From an optimization exercise on the open Yosys and OpenROAD flow, aimed at small area; shortcuts taken in it are not production practice. In this exercise RTL edits were held to simulation tests only and were not proved equivalent to the original.

==> cedar: inputs <==
==> flow/design.v (excerpt) <==
module conv_pe_sr#(parameter WIDTH = 9, parameter DW = 2 * WIDTH + 3)
(
    input clk,
    input rst_n,
    input [WIDTH-1:0] data_in,
    input data_valid,
    input [WIDTH-1:0] weight_in,
    input weight_valid,
    output [DW-1:0] data_out,
    output out_valid
);
export LEC_CHECK = 0
export CAP_MARGIN = 20
export CORE_MARGIN = 2
export CORE_UTILIZATION = 70
export SLEW_MARGIN = 20
export SYNTH_HIERARCHICAL = 1
export SYNTH_MINIMUM_KEEP_SIZE = 0
create_clock -name core_clock -period 10.0 [get_ports {clk}]
standard.sh (not shown) runs the stock make flow with config.mk's settings and CLKGATE_MAP_FILE= SYNTH_SCRIPT=/design/flow/synth_recipe.tcl, a recipe that flattens the netlist after the stock synthesis.
==> flow/flow/run.sh <==
#!/bin/bash
# Layout: the standard flow (standard.sh, its synthesis unchanged), with
# plain buf_1 cells as the port buffers and clock tree synthesis given its own
# buffer (clkbuf_8), sink clustering and no dummy loads. The tools' logs are
# in orfs/logs/; standard.sh's own output goes to standard.log here.
set -euo pipefail
CTS="-sink_clustering_enable -repair_clock_nets -dont_use_dummy_load -buf_list sky130_fd_sc_hd__clkbuf_8 -sink_clustering_size 18 -sink_clustering_max_diameter 60"
bash standard.sh "BUFFER_PORTS_ARGS=-buffer_cell sky130_fd_sc_hd__buf_1" "CTS_ARGS=$CTS" finish > standard.log 2>&1
==> yarrow: changes against cedar <==
- CORE_UTILIZATION: 70 -> 75
==> willow: changes against cedar <==
--- a/flow/design.v
+++ b/flow/design.v
@@ -1003,25 +1003,29 @@
 wire s1398, c1399; g_xn2 us1398 (.a(c1397), .b(s898), .y(s1398)); assign c1399 = c1397 & ~s898;
 wire s1400, c1401; fa us1400 (.a(~c899), .b(s980), .ci(c1399), .s(s1400), .co(c1401));
 wire s1402, c1403; g_xn2 us1402 (.a(c1401), .b(s1060), .y(s1402)); assign c1403 = c1401 & ~s1060;
 wire s1404, c1405; g_xn2 us1404 (.a(c1403), .b(s1134), .y(s1404)); assign c1405 = c1403 & ~s1134;
 wire s1406, c1407; fa us1406 (.a(c1135), .b(s1198), .ci(~c1405), .s(s1406), .co(c1407));
 wire s1408, c1409; fa us1408 (.a(~s1250), .b(s1252), .ci(c1407), .s(s1408), .co(c1409));
 wire s1410, c1411; fa us1410 (.a(c1253), .b(s1296), .ci(c1409), .s(s1410), .co(c1411));
 reg [14:0] res_lo;
-reg [8:0] res_hi;
+reg [5:0] res_a;
+reg [5:0] res_b;
 reg res_c;
 always @(posedge clk)
 begin
-    res_lo <= {s1410, s1408, s1406, s1404, s1402, s1400, s1398, s1396, s1394, s1392, s1390, s1388, s1386, s1384, s552};
-    res_hi <= {c1383, c1381, s1382, s1378, s1370, s1354, c1331, s1330, c1297};
-    res_c <= c1411;
+    res_lo <= {~s1410, ~s1408, ~s1406, s1404, s1402, s1400, s1398, s1396, s1394, s1392, s1390, s1388, ~s1386, s1384, ~s552};
+    res_a <= {c1381, s1382, ~s1378, s1370, c1331, ~c1297};
+    res_b <= {c1383, 1'b0, 1'b0, 1'b0, s1354, s1330};
+    res_c <= ~c1411;
 end
 assign out_valid = ov;
-wire s1412, c1413; fa us1412 (.a(~res_hi[0]), .b(res_hi[1]), .ci(~res_c), .s(s1412), .co(c1413));
-wire s1414, c1415; fa us1414 (.a(res_hi[2]), .b(res_hi[3]), .ci(c1413), .s(s1414), .co(c1415));
-wire s1416, c1417; ha us1416 (.a(res_hi[4]), .b(c1415), .s(s1416), .co(c1417));
-wire s1418, c1419; g_xn2 us1418 (.a(c1417), .b(res_hi[5]), .y(s1418)); assign c1419 = c1417 & ~res_hi[5];
-wire s1420, c1421; ha us1420 (.a(res_hi[6]), .b(c1419), .s(s1420), .co(c1421));
-wire s1422, c1423; fa us1422 (.a(res_hi[7]), .b(res_hi[8]), .ci(c1421), .s(s1422), .co(c1423));
-assign data_out = {s1422, s1420, s1418, s1416, s1414, s1412, ~res_lo[14], ~res_lo[13], ~res_lo[12], res_lo[11], res_lo[10], res_lo[9], res_lo[8], res_lo[7], res_lo[6], res_lo[5], res_lo[4], res_lo[3], ~res_lo[2], res_lo[1], ~res_lo[0]};
+wire [6:0] hi_c;
+assign hi_c[0] = res_c;
+fa uh0 (.a(res_a[0]), .b(res_b[0]), .ci(hi_c[0]), .s(data_out[15]), .co(hi_c[1]));
+fa uh1 (.a(res_a[1]), .b(res_b[1]), .ci(hi_c[1]), .s(data_out[16]), .co(hi_c[2]));
+fa uh2 (.a(res_a[2]), .b(res_b[2]), .ci(hi_c[2]), .s(data_out[17]), .co(hi_c[3]));
+fa uh3 (.a(res_a[3]), .b(res_b[3]), .ci(hi_c[3]), .s(data_out[18]), .co(hi_c[4]));
+fa uh4 (.a(res_a[4]), .b(res_b[4]), .ci(hi_c[4]), .s(data_out[19]), .co(hi_c[5]));
+fa uh5 (.a(res_a[5]), .b(res_b[5]), .ci(hi_c[5]), .s(data_out[20]), .co(hi_c[6]));
+assign data_out[14:0] = res_lo;
 endmodule
==> flow/flow/run.sh (replaced) <==
#!/bin/bash
# Layout: the standard flow (standard.sh, its synthesis unchanged), with
# plain buf_1 cells as the port buffers and clock tree synthesis given its own
# buffer (clkbuf_8), sink clustering and no dummy loads. The tools' logs are
# in orfs/logs/; standard.sh's own output goes to standard.log here.
set -euo pipefail
CTS="-sink_clustering_enable -repair_clock_nets -dont_use_dummy_load -buf_list sky130_fd_sc_hd__clkbuf_8 -sink_clustering_size 16 -sink_clustering_max_diameter 60"
bash standard.sh "BUFFER_PORTS_ARGS=-buffer_cell sky130_fd_sc_hd__buf_1" "CTS_ARGS=$CTS" finish > standard.log 2>&1
==> summary of the runs <==
First-iteration DRC count: willow is larger than cedar (about 1.5%). In willow the critical path depth is higher than in cedar, by 1. Setup slack: yarrow > cedar > willow. Against cedar, the count of clock-buffer cells in the layout of yarrow is higher by 1.
==> figures <==
| quantity | cedar | willow | yarrow |
|---|---|---|---|
| Post-synthesis sequential area ratio | 61.04% | 61.20% | 61.04% |
| Worst Hold Margin | 382.1 ps | 410.1 ps | 400.1 ps |
| Antenna violations before repair | 1 | 3 | 1 |
| Detailed route wirelength on metal2 | 45.88 mm | 46.72 mm | 43.62 mm |
| Via count of the first global-routing pass | 21810 | 22260 | 22340 |
| Placeable core region | 0.05130 sq mm | 0.05120 sq mm | 0.04775 sq mm |
| Result of the run | timing/DRC/antenna clean | timing/DRC/antenna clean | timing/DRC/antenna clean |
| Slew @ Worst Pin | 1210 ps | 1160 ps | 1088 ps |
| Number of cells in the finished layout apart from fillers | 2696 | 2698 | 2639 |

---

==> v11 <==
conv_pe_sr, a different RTL version from the one above (not shown whole).
==> flow/config.mk <==
export PLATFORM = sky130hd
export DESIGN_NAME = conv_pe_sr
export DESIGN_NICKNAME = conv_pe_sr
export VERILOG_FILES = /design/flow/design.v
export SDC_FILE = /design/flow/constraint.sdc
export NUM_CORES = 8
export LEC_CHECK = 0
export CAP_MARGIN = 20
export CORE_MARGIN = 2
export CORE_UTILIZATION = 60
export CTS_BUF_LIST = sky130_fd_sc_hd__clkbuf_8
export CTS_CLUSTER_DIAMETER = 60
export CTS_CLUSTER_SIZE = 16
export SLEW_MARGIN = 20
export SYNTH_HIERARCHICAL = 1
export SYNTH_MINIMUM_KEEP_SIZE = 0
==> flow/constraint.sdc <==
create_clock -name core_clock -period 10.0 [get_ports {clk}]
set_input_delay 2.0000 -clock core_clock [delete_from_list [all_inputs] [get_ports {clk}]]
set_output_delay 2.0000 -clock core_clock [all_outputs]
set_load 0.01 [all_outputs]
run.sh (not shown) runs the stock make flow with config.mk's settings and CLKGATE_MAP_FILE= SYNTH_SCRIPT=/design/flow/synth_recipe.tcl, a recipe that flattens the netlist after the stock synthesis.
Stock flow here: none of the scripts above is used.
==> v15 (differences from v11) <==
--- a/flow/config.mk
+++ b/flow/config.mk
@@ -7,7 +7,7 @@
 export LEC_CHECK = 0
 export CAP_MARGIN = 20
 export CORE_MARGIN = 2
-export CORE_UTILIZATION = 60
+export CORE_UTILIZATION = 40
 export CTS_BUF_LIST = sky130_fd_sc_hd__clkbuf_8
 export CTS_CLUSTER_DIAMETER = 60
 export CTS_CLUSTER_SIZE = 16
==> metrics.cfg <==
[outcome]
status = complete, no violations

[finish]
clock_buffer_count = 60

[placement]
pre_cts_ws_ns = 0.8702

[global_routing]
use_met3 = 0.1120

[worst_hold_path]
holdPathEnd = pix[186]$_DFFE_PP_

[floorplanning]
dieArea_um2 = 62420

# the run above: v11

==> metrics.cfg <==
[outcome]
status = complete, no violations

[worst_hold_path]
holdPathEnd = pix[117]$_DFFE_PP_

[floorplanning]
dieArea_um2 = 93080

[placement]
pre_cts_ws_ns = 0.8240

[global_routing]
use_met3 = 0.05924

# the run above: v15


---

==> run a: inputs <==
conv_pe_sr with an RTL version that a note above also has.
clock: 10.0 ns
lec_check: 0
cap_margin: 20
core_margin: 2
core_utilization: 70
slew_margin: 20
synth_hierarchical: 1
synth_minimum_keep_size: 0
standard.sh (not shown) runs the stock make flow with config.mk's settings and CLKGATE_MAP_FILE= SYNTH_SCRIPT=/design/flow/synth_recipe.tcl, a recipe that flattens the netlist after the stock synthesis.
==> flow/flow/run.sh <==
#!/bin/bash
# Layout: the standard flow (standard.sh, its synthesis unchanged), with
# plain buf_1 cells as the port buffers, global placement that keeps none of
# its trial resizing, and clock tree synthesis given its own
# buffer (clkbuf_8), sink clustering and no dummy loads. The tools' logs are
# in orfs/logs/; standard.sh's own output goes to standard.log here.
set -euo pipefail
CTS="-sink_clustering_enable -repair_clock_nets -dont_use_dummy_load -buf_list sky130_fd_sc_hd__clkbuf_8 -sink_clustering_size 16 -sink_clustering_max_diameter 60"
bash standard.sh "BUFFER_PORTS_ARGS=-buffer_cell sky130_fd_sc_hd__buf_1" "CTS_ARGS=$CTS" GPL_KEEP_OVERFLOW=0 finish > standard.log 2>&1
==> inputs of run b, as changes to run a <==
--- a/flow/design.v
+++ b/flow/design.v
@@ -1006,26 +1006,22 @@
 wire s1404, c1405; g_xn2 us1404 (.a(c1403), .b(s1134), .y(s1404)); assign c1405 = c1403 & ~s1134;
 wire s1406, c1407; fa us1406 (.a(c1135), .b(s1198), .ci(~c1405), .s(s1406), .co(c1407));
 wire s1408, c1409; fa us1408 (.a(~s1250), .b(s1252), .ci(c1407), .s(s1408), .co(c1409));
 wire s1410, c1411; fa us1410 (.a(c1253), .b(s1296), .ci(c1409), .s(s1410), .co(c1411));
 reg [14:0] res_lo;
-reg [5:0] res_a;
-reg [5:0] res_b;
+reg [8:0] res_hi;
 reg res_c;
 always @(posedge clk)
 begin
-    res_lo <= {~s1410, ~s1408, ~s1406, s1404, s1402, s1400, s1398, s1396, s1394, s1392, s1390, s1388, ~s1386, s1384, ~s552};
-    res_a <= {c1381, s1382, ~s1378, s1370, c1331, ~c1297};
-    res_b <= {c1383, 1'b0, 1'b0, 1'b0, s1354, s1330};
-    res_c <= ~c1411;
+    res_lo <= {s1410, s1408, s1406, s1404, s1402, s1400, s1398, s1396, s1394, s1392, s1390, s1388, s1386, s1384, s552};
+    res_hi <= {c1383, c1381, s1382, s1378, s1370, s1354, c1331, s1330, c1297};
+    res_c <= c1411;
 end
 assign out_valid = ov;
-wire [6:0] hi_c;
-assign hi_c[0] = res_c;
-fa uh0 (.a(res_a[0]), .b(res_b[0]), .ci(hi_c[0]), .s(data_out[15]), .co(hi_c[1]));
-fa uh1 (.a(res_a[1]), .b(res_b[1]), .ci(hi_c[1]), .s(data_out[16]), .co(hi_c[2]));
-fa uh2 (.a(res_a[2]), .b(res_b[2]), .ci(hi_c[2]), .s(data_out[17]), .co(hi_c[3]));
-fa uh3 (.a(res_a[3]), .b(res_b[3]), .ci(hi_c[3]), .s(data_out[18]), .co(hi_c[4]));
-fa uh4 (.a(res_a[4]), .b(res_b[4]), .ci(hi_c[4]), .s(data_out[19]), .co(hi_c[5]));
-fa uh5 (.a(res_a[5]), .b(res_b[5]), .ci(hi_c[5]), .s(data_out[20]), .co(hi_c[6]));
-assign data_out[14:0] = res_lo;
+wire s1412, c1413; fa us1412 (.a(~res_hi[0]), .b(res_hi[1]), .ci(~res_c), .s(s1412), .co(c1413));
+wire s1414, c1415; fa us1414 (.a(res_hi[2]), .b(res_hi[3]), .ci(c1413), .s(s1414), .co(c1415));
+wire s1416, c1417; ha us1416 (.a(res_hi[4]), .b(c1415), .s(s1416), .co(c1417));
+wire s1418, c1419; g_xn2 us1418 (.a(c1417), .b(res_hi[5]), .y(s1418)); assign c1419 = c1417 & ~res_hi[5];
+wire s1420, c1421; ha us1420 (.a(res_hi[6]), .b(c1419), .s(s1420), .co(c1421));
+wire s1422, c1423; fa us1422 (.a(res_hi[7]), .b(res_hi[8]), .ci(c1421), .s(s1422), .co(c1423));
+assign data_out = {s1422, s1420, s1418, s1416, s1414, s1412, ~res_lo[14], ~res_lo[13], ~res_lo[12], res_lo[11], res_lo[10], res_lo[9], res_lo[8], res_lo[7], res_lo[6], res_lo[5], res_lo[4], res_lo[3], ~res_lo[2], res_lo[1], ~res_lo[0]};
 endmodule
==> flow/flow/run.sh (replaced) <==
#!/bin/bash
# Layout: the standard flow (standard.sh, its synthesis unchanged), with
# plain buf_1 cells as the port buffers and clock tree synthesis given its own
# buffer (clkbuf_8), sink clustering and no dummy loads. The tools' logs are
# in orfs/logs/; standard.sh's own output goes to standard.log here.
set -euo pipefail
CTS="-sink_clustering_enable -repair_clock_nets -dont_use_dummy_load -buf_list sky130_fd_sc_hd__clkbuf_8 -sink_clustering_size 16 -sink_clustering_max_diameter 60"
bash standard.sh "BUFFER_PORTS_ARGS=-buffer_cell sky130_fd_sc_hd__buf_1" "CTS_ARGS=$CTS" finish > standard.log 2>&1
==> qor summary <==
| metric | run a | run b |
|---|---|---|
| Largest net degree at the start of global routing | 42 | 183 |
| Logic depth of the worst setup path including buffers | 22 | 21 |
| Die boundary height | 231.4 um | 231.7 um |
| Headroom to the max-slew limit | 0.2815 | 0.1800 |
| Fraction of the mapped netlist area in compound gates | 0.1025 | 0.1023 |
| Initial core utilization | 0.7070 | 0.7074 |
| Routability cong. | 1.050 | 1.100 |
| Worst setup skew after layout | 0.1261 ns | 0.1041 ns |
| Run status | finished clean | finished clean |
| Start point of the critical path | pix[570]$_DFFE_PP_ | pix[571]$_DFFE_PP_ |
| Mux share of post-synthesis cell area | 0.0005531 | 0.0005516 |
| Clock-cell share | 0.02045 | 0.02047 |

-- separate check: timing with driven ports --
No port has a modelled driver above. Below, the same layouts with a new extraction and two added sets of constraints.
Step 1, drivers: a clkbuf_16 drives clk and a buf_2 each remaining input, both assumed.
Step 2 moves the port delays by t, midway between the first and last clock arrival at a register: inputs arrive t later, outputs are due t later. That takes back most of the time a late clock gives input paths.
a / b / c = ideal / step 1 / step 2; a / b = the first two.
run | t, ns | setup slack, ns | pins driven straight from the clock port
cedar | 0.719 | 0.573 / 0.573 / 0.573 | 1
yarrow | 0.713 | 0.811 / 0.811 / 0.811 | 1
willow | 0.724 | 0.508 / 0.508 / 0.508 | 1
v11 | 0.772 | 1.029 / 1.029 / 0.857 | 1
v15 | 0.762 | 0.830 / 0.830 / 0.803 | 1
run a | 0.726 | 0.706 / 0.706 / 0.706 | 1
run b | 0.733 | 0.646 / 0.646 / 0.646 | 1
After both steps setup and hold are still met in every run listed. For v11, which loses most, drivers alone change the setup slack by 0.000 ns; drivers and shift together by -0.172 ns.
